From an optimization exercise on the open Yosys and OpenROAD flow, aimed at small area, a short achievable clock period and few clock cycles per item; shortcuts taken in it are not production practice. In this exercise RTL edits were held to simulation tests only and were not proved equivalent to the original.

**design/flow/run.sh**
```bash
#!/bin/bash
# synth_recipe.tcl (not shown) runs the flow's synth.tcl, then flattens the netlist and writes it again
# the make line also repeats each setting of config.mk as NAME=value (left out here)
make -C /OpenROAD-flow-scripts/flow DESIGN_CONFIG=/design/flow/config.mk WORK_HOME=/design/flow/orfs CLKGATE_MAP_FILE= SYNTH_SCRIPT=/design/flow/synth_recipe.tcl finish
```
**design/flow/constraint.sdc**
```tcl
create_clock -name core_clock -period 5.0 [get_ports {clock}]
set_input_delay 1.0000 -clock core_clock [delete_from_list [all_inputs] [get_ports {clock}]]
set_output_delay 1.0000 -clock core_clock [all_outputs]
set_load 0.01 [all_outputs]
```
**design/flow/config.mk**
```make
export PLATFORM = sky130hd
export DESIGN_NAME = calculadora_top
export DESIGN_NICKNAME = calculadora_top
export VERILOG_FILES = /design/flow/design.v
export SDC_FILE = /design/flow/constraint.sdc
export NUM_CORES = 4
export LEC_CHECK = 0
export ABC_CLOCK_PERIOD_IN_PS = 3000
export CAP_MARGIN = 20
export CORE_MARGIN = 2
export CORE_UTILIZATION = 40
export PLACE_DENSITY = 0.6
export SETUP_SLACK_MARGIN = 2.0
export SLEW_MARGIN = 20
```
**design/flow/design.v**
```verilog
module display (
    input  logic [3:0] data,
    output logic [7:0] segments
);
    always_comb begin
        case (data)
            4'b0000: segments = 8'b11111100;  
            4'b0001: segments = 8'b01100000;  
            4'b0010: segments = 8'b11011010;  
            4'b0011: segments = 8'b11110010;  
            4'b0100: segments = 8'b01100110;  
            4'b0101: segments = 8'b10110110;  
            4'b0110: segments = 8'b10111110;  
            4'b0111: segments = 8'b11100000;  
            4'b1000: segments = 8'b11111110;  
            4'b1001: segments = 8'b11100110;  
            default: segments = 8'b00000000;
        endcase
    end
endmodule
module control (
    input  logic [2:0]  position,
    input  logic [3:0]  digit,
    input  logic        clock,
    input  logic        reset,
    output logic [63:0] segments_out
);
    logic [31:0] display_digits;
    always_ff @(posedge clock or posedge reset) begin
        if (reset) begin
            display_digits <= 32'd0;
        end else begin
            display_digits[4*position +: 4] <= digit;
        end
    end
    genvar i;
    generate
        for (i = 0; i < 8; i = i + 1) begin : g_disp
            display d (
                .data(display_digits[4*i+3:4*i]),
                .segments(segments_out[8*i+7:8*i])
            );
        end
    endgenerate
endmodule
module calculadora (
    input  logic [3:0]  cmd,
    input  logic        clock,
    input  logic        reset,
    output logic [1:0]  status,
    output logic [3:0]  data,
    output logic [2:0]  position,
    output logic [31:0] result
);
    localparam logic [3:0] CMD_RES = 4'b1110, CMD_CLR = 4'b1111;
    logic s_idle, s_ina, s_op, s_inb, s_done, s_err;
    logic [26:0] x;        
    logic [26:0] op_a;     
    logic [31:0] prod;     
    logic [3:0]  last;     
    logic [1:0]  op_sel;   
    logic [31:0] acc;
    logic [3:0]  data_r;
    logic [2:0]  pos_r;
    wire is_dig = (cmd <= 4'd9);
    wire is_op  = (cmd == 4'd10) || (cmd == 4'd11) || (cmd == 4'd12);
    wire is_res = (cmd == CMD_RES);
    wire is_clr = (cmd == CMD_CLR);
    wire full   = (pos_r == 3'd7);    
    wire in_num = s_ina | s_inb;
    wire [26:0] x10    = {x[23:0], 3'b000} + {x[25:0], 1'b0};
    wire [26:0] x_next = (in_num ? x10 : 27'd0) + {23'd0, cmd};
    wire [31:0] a32 = {5'd0, op_a};
    wire [31:0] p_full = {prod[28:0], 3'b000} + {prod[30:0], 1'b0}
                       + (last[3] ? {a32[28:0], 3'b000} : 32'd0)
                       + (last[2] ? {a32[29:0], 2'b00}  : 32'd0)
                       + (last[1] ? {a32[30:0], 1'b0}   : 32'd0)
                       + (last[0] ? a32                 : 32'd0);
    wire        sub = op_sel[0];
    wire [27:0] addsub = {1'b0, op_a} + {1'b0, x ^ {27{sub}}} + {27'd0, sub};
    wire [31:0] r_as = sub ? (addsub[27] ? {5'd0, addsub[26:0]} : 32'hFFFFFFFF)
                           : {4'd0, addsub};
    wire [31:0] r_next = op_sel[1] ? r_as : p_full;
    always_ff @(posedge clock) begin
        if (is_dig) begin
            x    <= x_next;
            prod <= s_inb ? p_full : 32'd0;
            last <= cmd;
        end
        if (s_ina) op_a <= x;
        if ((s_ina | s_op) & is_op) op_sel <= cmd[1:0];
    end
    always_ff @(posedge clock or posedge reset) begin
        if (reset) begin
            s_idle <= 1'b1; s_ina <= 1'b0; s_op <= 1'b0;
            s_inb  <= 1'b0; s_done <= 1'b0; s_err <= 1'b0;
            acc    <= 32'd0;
            data_r <= 4'd0;
            pos_r  <= 3'd0;
        end else begin
            if (s_idle) begin
                if (is_dig) begin s_idle <= 1'b0; s_ina <= 1'b1; end
            end
            if (s_ina) begin
                if (is_op) begin s_ina <= 1'b0; s_op <= 1'b1; end
                else if (is_dig & full) begin s_ina <= 1'b0; s_err <= 1'b1; end
                else if (is_clr) begin s_ina <= 1'b0; s_idle <= 1'b1; end
            end
            if (s_op) begin
                if (is_dig) begin s_op <= 1'b0; s_inb <= 1'b1; end
                else if (is_clr) begin s_op <= 1'b0; s_idle <= 1'b1; end
                else if (is_res) begin s_op <= 1'b0; s_err <= 1'b1; end
            end
            if (s_inb) begin
                if (is_res) begin s_inb <= 1'b0; s_done <= 1'b1; end
                else if (is_dig & full) begin s_inb <= 1'b0; s_err <= 1'b1; end
                else if (is_clr) begin s_inb <= 1'b0; s_op <= 1'b1; end
            end
            if (s_done) begin
                if (is_clr | is_dig) begin s_done <= 1'b0; s_idle <= 1'b1; end
            end
            if (s_err) begin
                if (is_clr) begin s_err <= 1'b0; s_idle <= 1'b1; end
            end
            if (s_inb & is_res) acc <= r_next;
            if (is_dig & (s_idle | s_op)) begin
                data_r <= cmd; pos_r <= 3'd0;
            end else if (is_dig & in_num & ~full) begin
                data_r <= cmd; pos_r <= pos_r + 3'd1;
            end else if (is_op & s_ina) begin
                data_r <= CMD_CLR; pos_r <= 3'd0;
            end else if (is_op & s_op) begin
                data_r <= cmd; pos_r <= 3'd0;
            end else if (is_clr & s_ina) begin
                pos_r <= 3'd0;
            end else if (is_clr & (s_op | s_inb | s_done | s_err)) begin
                data_r <= CMD_CLR; pos_r <= 3'd0;
            end
        end
    end
    assign status   = {s_err, 1'b0};
    assign data     = data_r;
    assign position = pos_r;
    assign result   = acc;
endmodule
module calculadora_top (
    input logic clock,      
    input logic reset,      
    input logic [3:0] cmd,  
    output logic [1:0] status,
    output logic [3:0] data,
    output logic [3:0] position,
    output logic [63:0] segments,
    output logic [31:0] result
);
    logic [2:0] pos3;
    calculadora dut_calculadora (
        .clock(clock),
        .reset(reset),
        .cmd(cmd),
        .status(status),
        .data(data),
        .position(pos3),
        .result(result)
    );
    control dut_control (
        .clock(clock),
        .reset(reset),
        .position(pos3),
        .digit(data),
        .segments_out(segments)
    );
    assign position = {1'b0, pos3};
endmodule
```
==> impl_metrics.toml, run 1 <==
[run_status]
status = "finished clean"

[worst_setup_path]
path_buf_inv = 4
path_class = "flop to flop"
crit_fanout = 10
cp_top_family = "adder cells"
crit_chain = "buf_6 -> buf_4 -> and2_1 -> fa_1 -> fa_1 -> inv_1 -> fa_1 -> inv_1 -> ha_4 -> nand4_1 -> a21oi_2 -> a21oi_1 -> o211ai_1 -> o31a_1 -> o41ai_4 -> xor2_2 -> o211ai_1 -> o21a_1"
slowest_delay_ps = 540
cp-start-kind = "flop"
critPathRequiredTime_ps = 5350
cpMaxStageDelayCell = "fa_1"
rrSetupSlack_ps = 280
crit_path_end_kind = "flop"
cpMostUsedCell = "fa_1"
arrival_ps = 5070

[clocking]
numCtsBuffers = 17
root_buffer = "clkbuf_16"
path_clk_slew_ps = 80
clock_path_buffers = 2
cts_hold_buf = 0
clock-sinks = 167
cts_tree = "done"
cts-htree-levels = 4
worstSkewPairLatency_ps = 460

[die]
ioPinCount = 112
die_h_um = 204.5
start_util_pct = 40.46
die_x_um = 204.5
dieArea_mm2 = 0.04181
rows = 73
core_area_mm2 = 0.03973

[layout]
diodes = 0
area_growth_pct = 23.27
final_cell_mix = "inv_1, ha_1, nand2_1"
final_nets = 2152
drive_gt1_share_pct = 16.45
final_common_cell = "inv_1"

[timing]
clock_skew_ps = 16.34
finalHoldViolCount = 0
period_needed_ps = 4724
fmax_ghz = 0.2117
worst_pin_slew_ps = 847.6
rsz0062_at_grt = "true"
whs_ps = 474.9
maxSlewHeadroom_pct = 43.50
drv_slew = 0
fin_crit_sh_pct = 94.48
fin_ws_ps = 276.1
setup_tns_ps = 0
setup_viol = 0

[yosys]
async_flop_share_pct = 46.11
yosysSeqAreaShare_pct = 28.81
ys_ff_latch = 167
synth_top_flop_cell = "edfxtp_1"
synth_area_leaders = "edfxtp_1, fa_1, dfrtp_1"
synth_top_cell_area_share_pct = 16.81
syn_area_mm2 = 0.01608
synth_top_area_cell = "edfxtp_1"
synth_cells = 1727
yosys_warnings = 3
syn_area_per_cell_um2 = 9.308
synth.distinct_cells = 84
synth_edf_count = 90

[placed_design]
finalWeightedCongestion = 0.8811
portBuffers = 101
dp_worst_setup_slack_ps = 54.13
dp_hpwl_um = 32490

[route]
num_vias = 13110
ant_nets = 0
drc = 0
wirelength_um = 44010
routed_via_density = 5.385
drtPass1Iterations = 5
drtIter0Drc = 841
routedWlPerCell_um = 18.08

[grt]
grt_usage_pct = 21.11
overflow = 0
grt_max_degree = 57
grt_pass1_vias = 12910
antenna_found_initial = 0
grt_pass1_wl_um = 69390

[run]
drv_cap = 0

[worst_hold_path]
hold_path_class = "flop to flop"
[per-layer routing]
metal	vias up	track usage [%]	routed length (µm)	part of all wire, %
met3	43	3.061	1856	4.2
li1	6310	-	-	-
met1	6423	29.55	20790	47
met5	-	0	0	0
met2	332	34.18	20500	47
met4	0	5.616	861	2.0
[cells in the mapped netlist (5+ instances only)]
cell type,instances
inv_1,202
ha_1,141
and2_1,123
a21oi_1,120
nand2_1,117
fa_1,109
o21ai_0,108
edfxtp_1,90
nor2_1,80
dfrtp_1,76
xnor2_1,54
xor2_1,50
clkbuf_1,48
nand3_1,39
a22o_1,37
a21o_1,23
nor3_1,22
a211oi_1,19
o21a_1,18
o21bai_1,16
o22ai_1,16
a31oi_1,13
and3_1,13
buf_4,11
nand4_1,11
nor3b_1,11
nand2b_1,10
o211ai_1,10
buf_1,8
nor2b_1,7
o31ai_1,7
or3_1,7
o21ai_1,6
or2_2,6
a2111oi_0,5
a211o_1,5
nand3b_1,5
o22a_1,5
[cell families after synthesis]
| family | share of synthesized area, % |
|---|---|
| multiplexers | 0.3347 |
| AND/OR/NAND/NOR | 15.39 |
| adder cells (fa/ha/maj) | 24.61 |
| XOR/XNOR | 5.666 |
| AO/OA/AOI/OAI | 18.35 |
| buffers and inverters | 6.818 |
| other | 0.02333 |
| flip-flops | 28.81 |
[worst reg2reg max path, cell delays in order, from the launching register on]
cell and delay [ps]:
edfxtp_1 530, buf_6 200, buf_4 160, and2_1 150, fa_1 470, fa_1 540
inv_1 50, fa_1 520, inv_1 60, ha_4 250, nand4_1 130, a21oi_2 40
a21oi_1 160, o211ai_1 140, o31a_1 380, o41ai_4 340, xor2_2 230, o211ai_1 110
o21a_1 140
[area by class of cell]
cell class | count | area (µm²)
inverter | 204 | 768.2
sequential | 167 | 4641
timing repair buffer | 213 | 1908
tap | 525 | 656.9
multi-input combinational | 1293 | 11230
clock buffer | 18 | 429.2
clock inverter | 14 | 185.2
fill | 3575 | 19920
[repair_timing]
| item | in CTS | in global routing |
|---|---|---|
| pin swaps | 53 | 51 |
| endpoints found under the setup margin | 123 | 112 |
| setup buffers | 46 | 23 |
| cloned | 2 | 2 |
| resized for setup | 108 | 73 |
[state kept, by name, summed over array words and instances (netlist names)]
signal and count:
dut_calculadora.op_a 27, dut_calculadora.s_op 1, dut_control.display_digits 32, dut_calculadora.last 3, dut_calculadora.s_err 1, dut_calculadora.s_idle 1, dut_calculadora.op_sel 2, dut_calculadora.prod 31
dut_calculadora.s_done 1, dut_calculadora.data_r 4, dut_calculadora.s_inb 1, dut_calculadora.x 27, dut_calculadora.s_ina 1, dut_calculadora.pos_r 3, dut_calculadora.acc 32
[stage by stage]
step | util (%) | std cells | cell area [µm²]
finish | 49.88 | 2434 | 19820
global route | 49.88 | 2434 | 19820
CTS | 48.57 | 2409 | 19300
detailed placement | 45.30 | 2329 | 18000
global placement | 45.30 | 2329 | 18000
floorplan | - | 1736 | 16490
[worst paths after layout]
| path | start | end | cells past startpoint |
|---|---|---|---|
| worst max-delay path | dut_calculadora.last[1]$_DFFE_PP_ | dut_calculadora.acc[28]$_DFFE_PP0P_ | 18 |
| worst min-delay path | dut_calculadora.acc[7]$_DFFE_PP0P_ | dut_calculadora.acc[7]$_DFFE_PP0P_ | 2 |
| worst max register to register | dut_calculadora.last[1]$_DFFE_PP_ | dut_calculadora.acc[28]$_DFFE_PP0P_ | 18 |
| worst min register to register | dut_calculadora.acc[7]$_DFFE_PP0P_ | dut_calculadora.acc[7]$_DFFE_PP0P_ | 2 |
| max in group asynchronous | reset | dut_control.display_digits[17]$_DFF_PP0_ | 3 |
| min in group asynchronous | reset | dut_calculadora.acc[30]$_DFFE_PP0P_ | 2 |
Testbench counts, summed over its fixed seeds: cycles 18,612, ops 1,600.
==> run 2: changes to the inputs <==
--- a/design/flow/config.mk
+++ b/design/flow/config.mk
@@ -7,3 +7,2 @@
 export LEC_CHECK = 0
-export ABC_CLOCK_PERIOD_IN_PS = 3000
 export CAP_MARGIN = 20
@@ -12,3 +11,2 @@
 export PLACE_DENSITY = 0.6
-export SETUP_SLACK_MARGIN = 2.0
 export SLEW_MARGIN = 20
==> run 2 against run 1 <==
Effect of this change:
- still clean on timing, DRC and antenna
- global-route usage decreased by 1.0 points
- maximum frequency down 3.1%
- synthesized area unchanged
- utilization down 2.7 points
- non-clock buffer count decreased by 45
- first-iteration DRC count shrank 4.8%
- design area down 5.4%
- count of clock-buffer cells in the layout decreased by 1
- setup slack lost 150 ps
- largest cell class unchanged
- highest routed layer unchanged
==> impl_metrics.toml, run 2 <==
[layout]
area_growth_pct = 16.67
multiInputGateArea_mm2 = 0.01052
drive_gt1_share_pct = 7.994
num-fill-cells = 3748
fin_util_pct = 47.21
seqCellArea_mm2 = 0.004631
stdcell_area_mm2 = 0.01876
reg.largest.list = "dut_calculadora.acc: 32 flops, dut_control.display_digits: 32 flops, dut_calculadora.prod: 31 flops"
diodes = 0
final_cell_mix = "inv_1, ha_1, and2_1"
final_common_cell = "inv_1"
final_nets = 2107
stdcell_count = 2389

[yosys]
synth_edf_count = 90
syn_area_mm2 = 0.01608
ys_ff_latch = 167
synth_top_cell_area_share_pct = 16.81
synthTopCellsByCount = "inv_1, ha_1, and2_1"
syn_area_per_cell_um2 = 9.308
synth.distinct_cells = 84
synth_top_flop_cell = "edfxtp_1"
synth_area_leaders = "edfxtp_1, fa_1, dfrtp_1"
synth_most_common_cell = "inv_1"
yosys_warnings = 3
yosysSeqAreaShare_pct = 28.81
async_flop_share_pct = 46.11
synth_cells = 1727
synth_top_area_cell = "edfxtp_1"

[route]
wirelength_um = 41210
dr_wl_met3_um = 1517
met1Wirelength_um = 20000
drtPass1Iterations = 7
routedWlPerCell_um = 17.25
ant_nets = 0
drc = 0
dr_wl_met2_um = 19200
num_vias = 12740
routed_via_density = 5.333
routed.top_layer = "met4"
drtIter0Drc = 801

[grt]
grt_usage_pct = 20.06
grt_max_degree = 57
grt_pass1_wl_um = 66360
overflow = 0
antenna_found_initial = 0
grt_pass1_vias = 12550

[timing]
finalHoldViolCount = 0
fin_crit_sh_pct = 97.53
fin_ws_ps = 123.5
whs_ps = 480.2
rsz0062_at_grt = "true"
worst_pin_slew_ps = 769.3
setup_viol = 0
drv_slew = 0
maxSlewHeadroom_pct = 48.63
period_needed_ps = 4876
fmax_ghz = 0.2051
setup_tns_ps = 0
clock_skew_ps = 19.11

[placed_design]
portBuffers = 101
place_area_mm2 = 0.01791
dp_worst_setup_slack_ps = -174.2
dp_hpwl_um = 32080
finalWeightedCongestion = 0.8834
dp_cells = 2349

[worst_hold_path]
hold_start = "dut_calculadora.acc[19]$_DFFE_PP0P_"
min_path_cells = 2
min_to = "dut_calculadora.acc[19]$_DFFE_PP0P_"
hold_path_class = "flop to flop"

[run]
drv_cap = 0

[clocking]
numCtsBuffers = 17
root_buffer = "clkbuf_16"
cts_hold_buf = 0
path_clk_slew_ps = 90
cts-htree-levels = 4
clock_path_buffers = 2
clock-sinks = 167
worstSkewPairLatency_ps = 460
cts_tree = "done"

[worst_setup_path]
critPathRequiredTime_ps = 5350
crit_fanout = 13
r2r-start = "dut_calculadora.x[0]$_DFFE_PP_"
crit_path_end_kind = "flop"
path_class = "flop to flop"
arrival_ps = 5230
r2r-end = "dut_calculadora.acc[28]$_DFFE_PP0P_"
cp-start-kind = "flop"
reg2regPathDepth = 18
rrSetupSlack_ps = 120

[die]
rows = 73
ioPinCount = 112
core_area_mm2 = 0.03973
dieArea_mm2 = 0.04181
start_util_pct = 40.46
die_h_um = 204.5
die_x_um = 204.5

[run_status]
status = "finished clean"
==> run 2: kinds of logic after synthesis <==
group / count (synthesis) / synth area share (%)
muxes: 5 / 0.3347
and+or+nand+nor: 471 / 15.39
xor gates and xnor gates: 104 / 5.666
other: 1 / 0.02333
AOI/OAI and AO/OA: 452 / 18.35
buffers and inverters: 276 / 6.818
DFF: 167 / 28.81
adders and majority gates: 251 / 24.61
==> run 2: what timing repair did <==
item / in CTS / in global routing
gates resized for setup: 6 / 29
setup buffers: 1 / 7
pin swaps: 0 / 21
endpoints found under the setup margin: 6 / 14
==> run 2: worst max-delay path by stage <==
stage / slack [ps] / startpoint / depth (start not counted) / endpoint
2_1_floorplan: 60 / dut_calculadora.x[0]$_DFFE_PP_ / 18 / dut_calculadora.prod[30]$_SDFFCE_PN0P_
3_5_place_dp: -170 / dut_calculadora.last[2]$_DFFE_PP_ / 18 / dut_calculadora.acc[29]$_DFFE_PP0P_
6_report: 120 / dut_calculadora.x[0]$_DFFE_PP_ / 18 / dut_calculadora.acc[28]$_DFFE_PP0P_
3_3_place_gp: -80 / dut_calculadora.x[0]$_DFFE_PP_ / 19 / dut_calculadora.acc[29]$_DFFE_PP0P_
4_1_cts: -50 / dut_calculadora.x[0]$_DFFE_PP_ / 20 / dut_calculadora.acc[29]$_DFFE_PP0P_
5_1_grt: -40 / dut_calculadora.x[0]$_DFFE_PP_ / 18 / dut_calculadora.acc[28]$_DFFE_PP0P_
==> run 2: metal layers <==
metal  up-vias  track usage, %
met5         -               0
li1       6216               -
met2       257           32.62
met1      6231           28.67
met3        37           2.503
met4         0           4.218
==> run 2: cell type report <==
cell class | count | share of cell area (%)
multi-input cells | 1293 | 56.07
flip-flops and latches | 167 | 24.69
repair buffers | 168 | 8.219
inverters | 204 | 4.096
well taps | 525 | 3.502
clock buffers | 17 | 2.268
clock inverters | 15 | 1.154
==> run 2: worst max-delay path, cell delays in order, from the launching register on <==
cell      delay, ps
edfxtp_1        380
buf_6           150
and2_1          160
fa_1            500
fa_1            550
inv_1            60
fa_1            530
inv_1            40
ha_1            290
nor2b_1         140
o31a_1          260
o31ai_1         230
buf_4           160
o211ai_1        140
o31a_1          330
o41ai_4         310
xor2_1          260
o211ai_1        120
o21a_1          140

re-timing with driven ports:
No port has a modelled driver above. Below, the same layouts with a new extraction and two added sets of constraints.
Step 1 (the two cells are an assumption about what drives the block):
set clk [get_ports {clock}]
set_driving_cell -lib_cell sky130_fd_sc_hd__clkbuf_16 $clk
set_driving_cell -lib_cell sky130_fd_sc_hd__buf_2 [delete_from_list [all_inputs] $clk]
Step 2 adds t to the input delays and takes it off the output delays; t is the mean of the earliest and latest rising clock arrival at the registers after step 1. Input paths then give back, and output paths get back, about the clock's delay inside the block.
Slacks: no drivers / after step 1 / after step 2; pairs: no drivers / after step 1.
run	t, ns	setup slack, ns	hold slack, ns
run 1	0.504	0.276 / 0.276 / 0.276	0.475 / 0.475 / 0.475
run 2	0.500	0.124 / 0.124 / 0.124	0.480 / 0.480 / 0.480
After both steps setup and hold are still met in every run listed.
